From an optimization exercise on the open Yosys and OpenROAD flow, aimed at small area and a short achievable clock period; shortcuts taken in it are not production practice. Only simulation tests tie the RTL to the original design; equivalence was not proved.

===== run.sh =====
#!/bin/bash
# synth_recipe.tcl (not shown) runs the flow's synth.tcl, then flattens the netlist and writes it again
# the make line also repeats each setting of config.mk as NAME=value (left out here)
make -C /OpenROAD-flow-scripts/flow DESIGN_CONFIG=/design/flow/config.mk WORK_HOME=/design/flow/orfs CLKGATE_MAP_FILE= SYNTH_SCRIPT=/design/flow/synth_recipe.tcl finish

===== config.mk =====
export PLATFORM = sky130hd
export DESIGN_NAME = ROTATING_VECTORING
export DESIGN_NICKNAME = ROTATING_VECTORING
export VERILOG_FILES = /design/flow/design.v
export SDC_FILE = /design/flow/constraint.sdc
export NUM_CORES = 4
export LEC_CHECK = 0
export CAP_MARGIN = 20
export CORE_MARGIN = 2
export CORE_UTILIZATION = 40
export SLEW_MARGIN = 20

===== constraint.sdc =====
create_clock -name core_clock -period 12.0 [get_ports {clk}]
set_input_delay 2.4000 -clock core_clock [delete_from_list [all_inputs] [get_ports {clk}]]
set_output_delay 2.4000 -clock core_clock [all_outputs]
set_load 0.01 [all_outputs]

===== design.v =====
module ROTATING_VECTORING(clk,xi,yi,xf,yf);
 input clk;
 input [15:0]xi,yi; 
 output [15:0] xf,yf;
 wire [15:0]theta,norm;
 VECTORING first(clk,xi,yi,theta,norm);
 ROTATING second(xi,yi,theta,xf,yf,clk);
endmodule
module ROTATING(x0, y0, theta, xf, yf, clk);
  input clk;
  input [15:0] x0, y0;
  input [15:0] theta;
  output [15:0] xf, yf;
  wire [15:0] xi [0:7]; 
  wire [15:0] yi [0:7];
  reg [2:0] stage;
  wire [15:0] outangle [0:7];
  cordics r0(clk, 3'd0, x0, y0, theta, 16'd45_00, 16'd0, xi[0], yi[0], outangle[0]);
  cordics r1(clk, 3'd1, xi[0], yi[0], theta, 16'd26_57, outangle[0], xi[1], yi[1], outangle[1]);
  cordics r2(clk, 3'd2, xi[1], yi[1], theta, 16'd14_04, outangle[1], xi[2], yi[2], outangle[2]); 
  cordics r3(clk, 3'd3, xi[2], yi[2], theta, 16'd7_13, outangle[2], xi[3], yi[3], outangle[3]);
  cordics r4(clk, 3'd4, xi[3], yi[3], theta, 16'd3_58, outangle[3], xi[4], yi[4], outangle[4]);  
  cordics r5(clk, 3'd5, xi[4], yi[4], theta, 16'd1_79, outangle[4], xi[5], yi[5], outangle[5]);
  cordics r6(clk, 3'd6, xi[5], yi[5], theta, 16'd89, outangle[5], xi[6], yi[6], outangle[6]);
  cordics r7(clk, 3'd7, xi[6], yi[6], theta, 16'd44, outangle[6], xi[7], yi[7], outangle[7]);
  assign xf = xi[7];
  assign yf = yi[7];
endmodule
module cordics(clk,stage,xi,yi,theta,uangle,inangle,xf,yf,outangle);
 input clk;
 input [2:0] stage;
 input [15:0] xi,yi,theta,inangle,uangle;
 output reg [15:0] xf,yf,outangle;
 always @(posedge clk)begin
   if((inangle)>theta)begin                                    
    case({xi[15],yi[15]})
       2'b00 : begin
          xf <= xi+(yi>>stage);
            yf <= yi - (xi>>stage);
       end
       2'b01 : begin
          xf <= xi-((16'hffff-yi+1)>>stage);
          yf <= -(16'hffff-yi+1) - (xi>>stage);
       end 
      2'b10 : begin
          xf <= -(16'hffff-xi+1)+(yi>>stage);
          yf <= yi +((16'hffff-xi+1)>>stage);
       end
      2'b11 : begin 
          xf <= -(16'hffff-xi+1)-((16'hffff-yi+1)>>stage);
          yf <= -(16'hffff-yi+1) + ((16'hffff-xi+1)>>stage);
       end
    endcase
    outangle <= inangle-uangle;
   end
   else begin 
    case({xi[15],yi[15]})
       2'b00 : begin                                         
          xf <= xi-(yi>>stage);
          yf <= yi + (xi>>stage);
        end
       2'b01 : begin
            xf <= xi + ((16'hffff-yi+1)>>stage);
            yf <= -(16'hffff-yi+1) + (xi>>stage);
        end 
       2'b10 : begin
          xf <= -((16'hffff-xi+1))-(yi>>stage);
          yf <= yi - ((16'hffff-xi+1)>>stage);
        end 
       2'b11 : begin
          xf <= -(16'hffff-xi+1)+((16'hffff-yi+1)>>stage);
          yf <= -(16'hffff-yi+1) - ((16'hffff-xi+1)>>stage);
        end
    endcase
         outangle <= inangle+uangle;
   end
  end
endmodule
module VECTORING(clk, xi, yi, theta, norm);
input clk;
input [15:0] xi, yi;
output [15:0] theta, norm;
reg [2:0] stage;
wire [15:0] x [0:7];
wire [15:0] y [0:7];
wire [15:0] outangle [0:7];
   cordicvec v0(clk,3'd0,xi,yi,16'd0,x[0],y[0],outangle[0],16'd45_00);
   cordicvec v1(clk,3'd1,x[0],y[0],outangle[0],x[1],y[1],outangle[1],16'd26_57); 
   cordicvec v2(clk,3'd2,x[1],y[1],outangle[1],x[2],y[2],outangle[2],16'd14_04);
   cordicvec v3(clk,3'd3,x[2],y[2],outangle[2],x[3],y[3],outangle[3],16'd7_13);
   cordicvec v4(clk,3'd4,x[3],y[3],outangle[3],x[4],y[4],outangle[4],16'd3_58); 
   cordicvec v5(clk,3'd5,x[4],y[4],outangle[4],x[5],y[5],outangle[5],16'd1_79); 
   cordicvec v6(clk,3'd6,x[5],y[5],outangle[5],x[6],y[6],outangle[6],16'd89);
   cordicvec v7(clk,3'd7,x[6],y[6],outangle[6],x[7],y[7],outangle[7],16'd44); 
    assign norm = x[7];
    assign theta = outangle[7];
endmodule
module cordicvec (clk, stage, xi, yi, inangle, xf, yf, outangle, uangle);
input clk;
input [2:0] stage;
input [15:0] xi, yi, inangle, uangle;
output reg [15:0] xf, yf, outangle;
 always @(posedge clk)
 begin
  if (yi[15])
   begin
   case({xi[15],yi[15]})
       2'b00 : begin                               
          xf <= xi-(yi>>stage);
          yf <= yi + (xi>>stage);
        end
       2'b01 : begin
            xf <= xi + ((16'hffff-yi+1)>>stage);
            yf <= -(16'hffff-yi+1) + (xi>>stage);
        end 
       2'b10 : begin
          xf <= -((16'hffff-xi+1))-(yi>>stage);
          yf <= yi - ((16'hffff-xi+1)>>stage);
        end 
       2'b11 : begin
          xf <= -(16'hffff-xi+1)+((16'hffff-yi+1)>>stage);
          yf <= -(16'hffff-yi+1) - ((16'hffff-xi+1)>>stage);
        end
    endcase
         outangle <= inangle-uangle;
   end
     else begin                                     
    case({xi[15],yi[15]})
       2'b00 : begin
          xf <= xi+(yi>>stage);
            yf <= yi - (xi>>stage);
       end
       2'b01 : begin
          xf <= xi-((16'hffff-yi+1)>>stage);
          yf <= -(16'hffff-yi+1) - (xi>>stage);
       end 
      2'b10 : begin
          xf <= -(16'hffff-xi+1)+(yi>>stage);
          yf <= yi +((16'hffff-xi+1)>>stage);
       end
      2'b11 : begin 
          xf <= -(16'hffff-xi+1)-((16'hffff-yi+1)>>stage);
          yf <= -(16'hffff-yi+1) + ((16'hffff-xi+1)>>stage);
       end
    endcase
    outangle <= inangle+uangle;
   end
 end
 endmodule

==> out/qor.csv, run 1 <==
metric;value;unit
outcome;finished clean;
Synth top cells by count;ha_1 (1811), xnor2_1 (1566), nor2_1 (1456), nand2_1 (1432), inv_1 (1362);
# fillers;29920;
vias in the first global route;100179;
most frequent cell after synthesis;ha_1;
routed wire length;346;mm
worst relative slew slack;28.4;%
post-synth cell types;106;
final hold violation count;0;
area of the multi-input gates;0.0952;mm²
Synth area leader;ha_1;
vias per cell;5.50;
RSZ-0062 raised after global routing;false;
WP data required;12640;ps
Port Buf Inserts;64;
area grow syn2layout;5.55;%
H-tree depth;3;
CTS Buf Count;86;
crit start category;input pin;
Die ar.;0.293;mm²
Post-CTS Setup Repair Bufs;0;
Post-DRT Antenna Nets;0;
average wire per standard cell;18.0;µm
arrival time worst endpoint;8130;ps
Syn Nets;17833;
share of the synthesized area in the top cell type;19.6;%
DP HPWL;282;mm
top cells by area, synth;ha_1 (20%), xnor2_1 (12%), dfxtp_1 (11%), xor2_1 (6.0%), a21oi_1 (5.5%);
# IOs;65;
clk_skew;76.1;ps
first-pass GRT wire length;549;mm
Synth Register Bits;630;
register area share after synthesis;10.9;%
setup violators final;0;
CP Class;in -> reg;
hold slack;327;ps
Clk pin slew, worst setup/hold paths;60;ps
Slew Limit Fails;0;
EDFF count, synth;0;
clk buf depth;3;
Final Wtd Congestion;0.936;
PostCTS Resize Cnt;0;
Nets;17370;
Core Area;0.288;mm²
CP Capture Type;flip-flop;
TNS Setup;0;ps
Synth Instances;15883;
CTS Root Cell;clkbuf_16;
iteration-0 DRC count of the detailed router;7066;
Cell Area, Synth;0.116;mm²
max-cap viol count;0;
Final period util;62.5;%
share of cells above drive strength 1;3.45;%
Rows;197;
Syn Area/Cell;7.28;µm²
Hold Path Class;reg -> reg;
actual slew at the worst max-slew pin;1070;ps
DRC;0;
antenna violations before repair;7;
TritonCTS clock tree;yes;
via count;105961;
critical path peak fanout;9;
clock latency on the worst-skew pair;750;ps
yosys warns;4;
register area;0.0126;mm²
Pre-antenna DRT Iters;6;
total gr overflow;0;
Max Fclk;0.133;GHz
GRT Util Overall;22.8;%
CTS Hold Bufs;0;
Async SR Flop Fraction;0;%
die height;542;µm
die width;542;µm
Synth Flop Type;dfxtp_1;
Initial Util;40.2;%
# clock sinks;630;
largest net degree at the start of global routing;77;
Final min period;7500;ps
==> logic make-up (layout without fill, tap and decap cells) <==
group	after synthesis	after routing	share of synthesized area (%)
buf+inv	2072	1677	6.79
other cells	1	5	0.00324
simple gates	4844	4844	19.5
flops	630	630	10.9
fa+ha+maj	1919	1919	21.5
mux	233	233	2.52
xor+xnor	2365	2365	17.9
compound gates	3819	3819	20.8
==> worst max-delay path, stage by stage <==
cell and delay, ps:
clkdlybuf4s50_1 680, inv_1 400, ha_1 310, inv_1 120
nor4_1 620, xnor2_1 270, nor4_1 470, and2_1 220
nand4_1 160, nor4_1 300, xnor2_1 180, ha_1 440
nor2_1 80, and3_1 180, a2111oi_0 510, xnor2_1 120
a21oi_1 170, a31oi_1 130, a221o_1 360
==> per-layer routing <==
layer / track usage, % / vias to the layer above / share of wire (%)
li1: - / 53627 / -
met1: 30.2 / 49358 / 46
met2: 39.6 / 2482 / 47
met3: 1.93 / 494 / 4.5
met4: 5.78 / 0 / 2.6
met5: 0 / - / 0
==> final timing paths <==
path,cells past startpoint,start,to,slack [ps]
worst min register to register,0,first.v1.outangle[1]$_DFF_P_,first.v2.outangle[1]$_DFF_P_,330
worst min-delay path,0,first.v1.outangle[1]$_DFF_P_,first.v2.outangle[1]$_DFF_P_,330
worst max-delay path,19,yi[1],first.v0.yf[15]$_DFF_P_,4500
worst max register to register,17,first.v1.xf[2]$_DFF_P_,first.v2.xf[15]$_DFF_P_,6360
==> per-stage QoR <==
| step | instances | setup slack, ps | util (%) | area [µm²] |
|---|---|---|---|---|
| final | 19273 | 4500 | 42.4 | 122000 |
| after global placement | 19113 | 3790 | 41.3 | 119000 |
| after floorplan | 15883 | 5400 | - | 116000 |
| after global routing | 19270 | 4080 | 42.4 | 122000 |
| after detailed placement | 19113 | 3810 | 41.3 | 119000 |
| after CTS | 19269 | 4620 | 42.4 | 122000 |
==> final cells by class <==
type | count | share of cell area, %
Timing Repair Buffer | 145 | 1.02
Sequential cell | 630 | 10.4
Clock inverter | 52 | 0.640
Clock buffer | 104 | 1.87
Inverter | 1376 | 4.23
Multi-Input combinational cell | 13181 | 78.0
Antenna cell | 4 | 0.00820
Tap cell | 3781 | 3.88
==> cells in the final DEF (no fill, tap or decap), types with 132 or more instances in the layout <==
master and n:
xnor2_1 1566, o21bai_1 283, a21o_1 272, nand3_1 223, mux2i_1 132, nor2_1 1456, a31oi_1 133, a21oi_1 1270
ha_1 1811, a211oi_1 142, nor2b_1 199, nand2_1 1430, inv_1 1359, xor2_1 796, o21ai_0 797, nor3_1 510
dfxtp_1 615, nand2b_1 177, or3_1 210
==> inputs of run 2 (changes only) <==
==> design.v (replaced) <==
module ROTATING_VECTORING(clk,xi,yi,xf,yf);
 input clk;
 input [15:0] xi,yi;
 output [15:0] xf,yf;
 wire [14:0] theta;
 VECTORING first(.clk(clk), .xi(xi), .yi(yi), .theta(theta));
 ROTATING second(.clk(clk), .x0(xi), .y0(yi), .theta(theta), .xf(xf), .yf(yf));
endmodule
module cstep #(parameter K = 0) (
  input  [15:0] x, y,
  input         cw,
  output [15:0] xo, yo);
  wire [31:0] ex = {{16{x[15]}}, x} >> K;
  wire [15:0] sx = ex[15:0];
  wire [31:0] ey = {{16{y[15]}}, y} >> K;
  wire [15:0] sy = ey[15:0];
  wire cx, cy;
  generate
    if (K == 0) begin : g0
      assign cx = 1'b0;
      assign cy = 1'b0;
    end else begin : gk
      assign cx = x[15] & (|x[K-1:0]);
      assign cy = y[15] & (|y[K-1:0]);
    end
  endgenerate
  wire [16:0] xs = {x, 1'b1} + {sy ^ {16{~cw}}, cy ^ ~cw};
  wire [16:0] ys = {y, 1'b1} + {sx ^ {16{cw}},  cx ^ cw};
  assign xo = xs[16:1];
  assign yo = ys[16:1];
endmodule
module ROTATING(clk, x0, y0, theta, xf, yf);
  input clk;
  input [15:0] x0, y0;
  input [14:0] theta;
  output [15:0] xf, yf;
  localparam [8*15-1:0] UA = {15'd44, 15'd89, 15'd179, 15'd358, 15'd713, 15'd1404, 15'd2657, 15'd4500};
  reg  [15:0] xr [0:7];
  reg  [15:0] yr [0:7];
  reg  [14:0] ang [0:6];
  wire [15:0] xn [0:7];
  wire [15:0] yn [0:7];
  wire [14:0] ain [0:7];
  wire        cw [0:7];
  assign cw[0] = 1'b0;
  cstep #(0) s0(.x(x0), .y(y0), .cw(1'b0), .xo(xn[0]), .yo(yn[0]));
  always @(posedge clk) begin xr[0] <= xn[0]; yr[0] <= yn[0]; end
  genvar k;
  generate
    for (k = 1; k < 8; k = k + 1) begin : st
      if (k == 1) begin : a1
        assign ain[k] = 15'd4500;
      end else begin : ak
        assign ain[k] = ang[k-1];
      end
      assign cw[k] = ain[k] > theta;
      cstep #(k) s(.x(xr[k-1]), .y(yr[k-1]), .cw(cw[k]), .xo(xn[k]), .yo(yn[k]));
      always @(posedge clk) begin xr[k] <= xn[k]; yr[k] <= yn[k]; end
      if (k < 7) begin : an
        always @(posedge clk)
          ang[k] <= cw[k] ? ain[k] - UA[15*k +: 15] : ain[k] + UA[15*k +: 15];
      end
    end
  endgenerate
  assign xf = xr[7];
  assign yf = yr[7];
endmodule
module VECTORING(clk, xi, yi, theta);
  input clk;
  input [15:0] xi, yi;
  output [14:0] theta;
  localparam [8*15-1:0] UA = {15'd44, 15'd89, 15'd179, 15'd358, 15'd713, 15'd1404, 15'd2657, 15'd4500};
  reg  [15:0] xr [0:6];
  reg  [15:0] yr [0:6];
  reg  [14:0] ang [0:7];
  wire [15:0] xn [0:6];
  wire [15:0] yn [0:6];
  cstep #(0) s0(.x(xi), .y(yi), .cw(~yi[15]), .xo(xn[0]), .yo(yn[0]));
  always @(posedge clk) begin
    xr[0] <= xn[0]; yr[0] <= yn[0];
    ang[0] <= yi[15] ? -UA[0 +: 15] : UA[0 +: 15];
  end
  genvar k;
  generate
    for (k = 1; k < 7; k = k + 1) begin : st
      cstep #(k) s(.x(xr[k-1]), .y(yr[k-1]), .cw(~yr[k-1][15]), .xo(xn[k]), .yo(yn[k]));
      always @(posedge clk) begin
        xr[k] <= xn[k]; yr[k] <= yn[k];
        ang[k] <= yr[k-1][15] ? ang[k-1] - UA[15*k +: 15] : ang[k-1] + UA[15*k +: 15];
      end
    end
  endgenerate
  always @(posedge clk)
    ang[7] <= yr[6][15] ? ang[6] - UA[15*7 +: 15] : ang[6] + UA[15*7 +: 15];
  assign theta = ang[7];
endmodule
==> run 2 against run 1 <==
Effect of this change: critical endpoint is now second.yr[0][14]$_DFF_P_; setup slack improved by 1900 ps; worst hold slack improved by 2.4 ps; via count fell by 72%.
==> out/qor.csv, run 2 <==
metric;value;unit;change
routed wire length;84.3;mm;-76%
die height;324;µm;-40%
Syn Area/Cell;9.09;µm²;+25%
# IOs;65;;unchanged
outcome;finished clean;;
actual slew at the worst max-slew pin;1030;ps;-48.6 ps
commonest non-fill, non-tap cell in the layout;ha_1;;
average wire per standard cell;14.0;µm;-22%
Synth Instances;4500;;-72%
Hold Path Class;reg -> reg;;
vias in the first global route;28933;;-71%
Final Wtd Congestion;0.834;;-11%
RSZ-0062 raised after global routing;false;;
worst setup margin;6420;ps;+1920 ps
antenna cells;0;;-4
commonest cells after routing, fill and taps aside;ha_1 (632), dfxtp_1 (612), xnor2_1 (538);;
Max Fclk;0.179;GHz;+34%
CP Capture Type;flip-flop;;
Synth Register Bits;616;;-2.2%
iteration-0 DRC count of the detailed router;1321;;-81%
post-synth cell types;73;;-31%
Synth top cells by count;ha_1 (632), dfxtp_1 (616), xnor2_1 (538), inv_1 (329), a21oi_1 (326);;
CTS Buf Count;70;;-19%
setup violators final;0;;unchanged
crit start category;input pin;;
max-cap viol count;0;;unchanged
antenna violations before repair;0;;-7
Die ar.;0.105;mm²;-64%
final hold violation count;0;;unchanged
Pre-antenna DRT Iters;5;;-1
register area share after synthesis;30.2;%;+19 points
TNS Setup;0;ps;unchanged
DRC;0;;unchanged
EDFF count, synth;0;;unchanged
clk buf depth;3;;unchanged
DP Worst Slack;5900;ps;+2090 ps
Clk pin slew, worst setup/hold paths;50;ps;about the same
critical path peak fanout;6;;-3
die width;324;µm;-40%
arrival time worst endpoint;6130;ps;-2000 ps
share of the synthesized area in the top cell type;30.2;%;+11 points
CTS Hold Bufs;0;;unchanged
PostCTS Resize Cnt;0;;unchanged
Final min period;5580;ps;-1920 ps
Slew Limit Fails;0;;unchanged
total gr overflow;0;;unchanged
top cells by area, synth;dfxtp_1 (30%), ha_1 (19%), xnor2_1 (12%), xor2_1 (6.1%), a21oi_1 (4.0%);;
Cell Area, Synth;0.0409;mm²;-65%
H-tree depth;3;;unchanged
Post-Route Utilization;44.8;%;+2.4 points
Synth area leader;dfxtp_1;;
Final period util;46.5;%;-16 points
Synth Flop Type;dfxtp_1;;
DP HPWL;68.3;mm;-76%
Initial Util;40.3;%;+0.10 points
biggest regs;second.xr: 127 flops, second.yr: 127 flops, first.ang: 100 flops;;
WP data required;12550;ps;-90 ps
Rows;117;;-41%
# clock sinks;616;;-2.2%
vias per cell;4.90;;-11%
TritonCTS clock tree;yes;;
yosys warns;14;;+10
via count;29524;;-72%
worst relative slew slack;31.6;%;+3.2 points
Syn Nets;5201;;-71%
CP Class;in -> reg;;
CTS Root Cell;clkbuf_16;;
share of cells above drive strength 1;3.68;%;+0.23 points
Nets;5303;;-69%
Post-DRT Antenna Nets;0;;unchanged
clock latency on the worst-skew pair;630;ps;-120 ps
largest net degree at the start of global routing;43;;-44%
Async SR Flop Fraction;0;%;unchanged
clk_skew;29.0;ps;-47.1 ps
area grow syn2layout;11.3;%;
Core Area;0.102;mm²;-65%
Port Buf Inserts;64;;unchanged
Post-CTS Setup Repair Bufs;0;;unchanged
most frequent cell after synthesis;ha_1;;
GRT Util Overall;16.3;%;-6.6 points
first-pass GRT wire length;141;mm;-74%
==> run 2: logic make-up (layout without fill, tap and decap cells) <==
kind of cell             count (synthesis)  in the layout  synth area share, %
AO/OA/AOI/OAI                         1069           1069                 16.6
XOR/XNOR                               822            822                 17.6
adder cells (fa/ha/maj)                668            668                 21.1
buffers and inverters                  378            531                 3.47
flip-flops                             616            616                 30.2
multiplexers                            10             10                0.245
AND/OR/NAND/NOR                        937            937                 10.9
==> run 2: worst max-delay path, stage by stage <==
cell and delay, ps:
clkdlybuf4s50_1 620, ha_1 240, inv_1 70, fa_1 390, o21ba_2 210, o21ai_0 280
a21oi_1 120, o21ai_0 350, a21oi_1 160, o41ai_1 500, a21oi_1 160, o21bai_1 230
a21oi_1 100, o21bai_1 160, xnor2_1 140
==> run 2: worst paths after layout <==
path | start | end | slack [ps] | cells past startpoint
max | yi[0] | second.yr[0][14]$_DFF_P_ | 6420 | 15
min | first.ang[1][1]$_DFF_P_ | first.ang[2][1]$_DFF_P_ | 330 | 0
max reg2reg | first.ang[7][13]$_DFF_P_ | second.yr[4][14]$_DFF_P_ | 6500 | 19
min reg2reg | first.ang[1][1]$_DFF_P_ | first.ang[2][1]$_DFF_P_ | 330 | 0
==> run 2: metrics by stage <==
step	hold WS (ps)	std cells	area (µm²)
after floorplan	310	4500	40900
after detailed placement	315	5898	43200
final	329	6021	45500
after global placement	314	5898	43200
after global routing	332	6021	45500
after CTS	328	6021	45500
==> run 2: area by class of cell <==
class	count	area [µm²]
clock inverter	33	394
clock buffer	90	1910
tap	1368	1710
fill	9871	56100
timing repair buffer	78	741
multi-input combinational	3506	27200
sequential	616	12300
inverter	330	1240
==> run 2: metal layers <==
| metal | track usage (%) | share of wire (%) | vias to the layer above |
|---|---|---|---|
| li1 | - | - | 15859 |
| met4 | 4.53 | 1.8 | 0 |
| met1 | 22.0 | 51 | 13254 |
| met5 | 0 | 0 | - |
| met3 | 2.20 | 3.1 | 100 |
| met2 | 27.0 | 44 | 311 |

## what the ideal ports hide
The flow's constraints put no driver on any port. The routed layouts listed below were extracted and timed again, unchanged, in two steps.
Step 1, drivers: a clkbuf_16 drives clk and a buf_2 each remaining input, both assumed.
Step 2 moves the port delays by t, midway between the first and last clock arrival at a register: inputs arrive t later, outputs are due t later. That takes back most of the time a late clock gives input paths.
Three values: ideal, step 1, step 2; two values: the first two.
run	t (ns)	slack for setup (ns)	worst register clock-pin slew, ns
run 1	0.821	4.504 / 4.586 / 3.765	0.07 / 0.07
run 2	0.683	6.424 / 6.455 / 5.772	0.06 / 0.06
After both steps setup and hold are still met in every run listed. The setup slack of run 1, which loses most, moves by +0.082 ns with the drivers and by -0.739 ns with both steps.
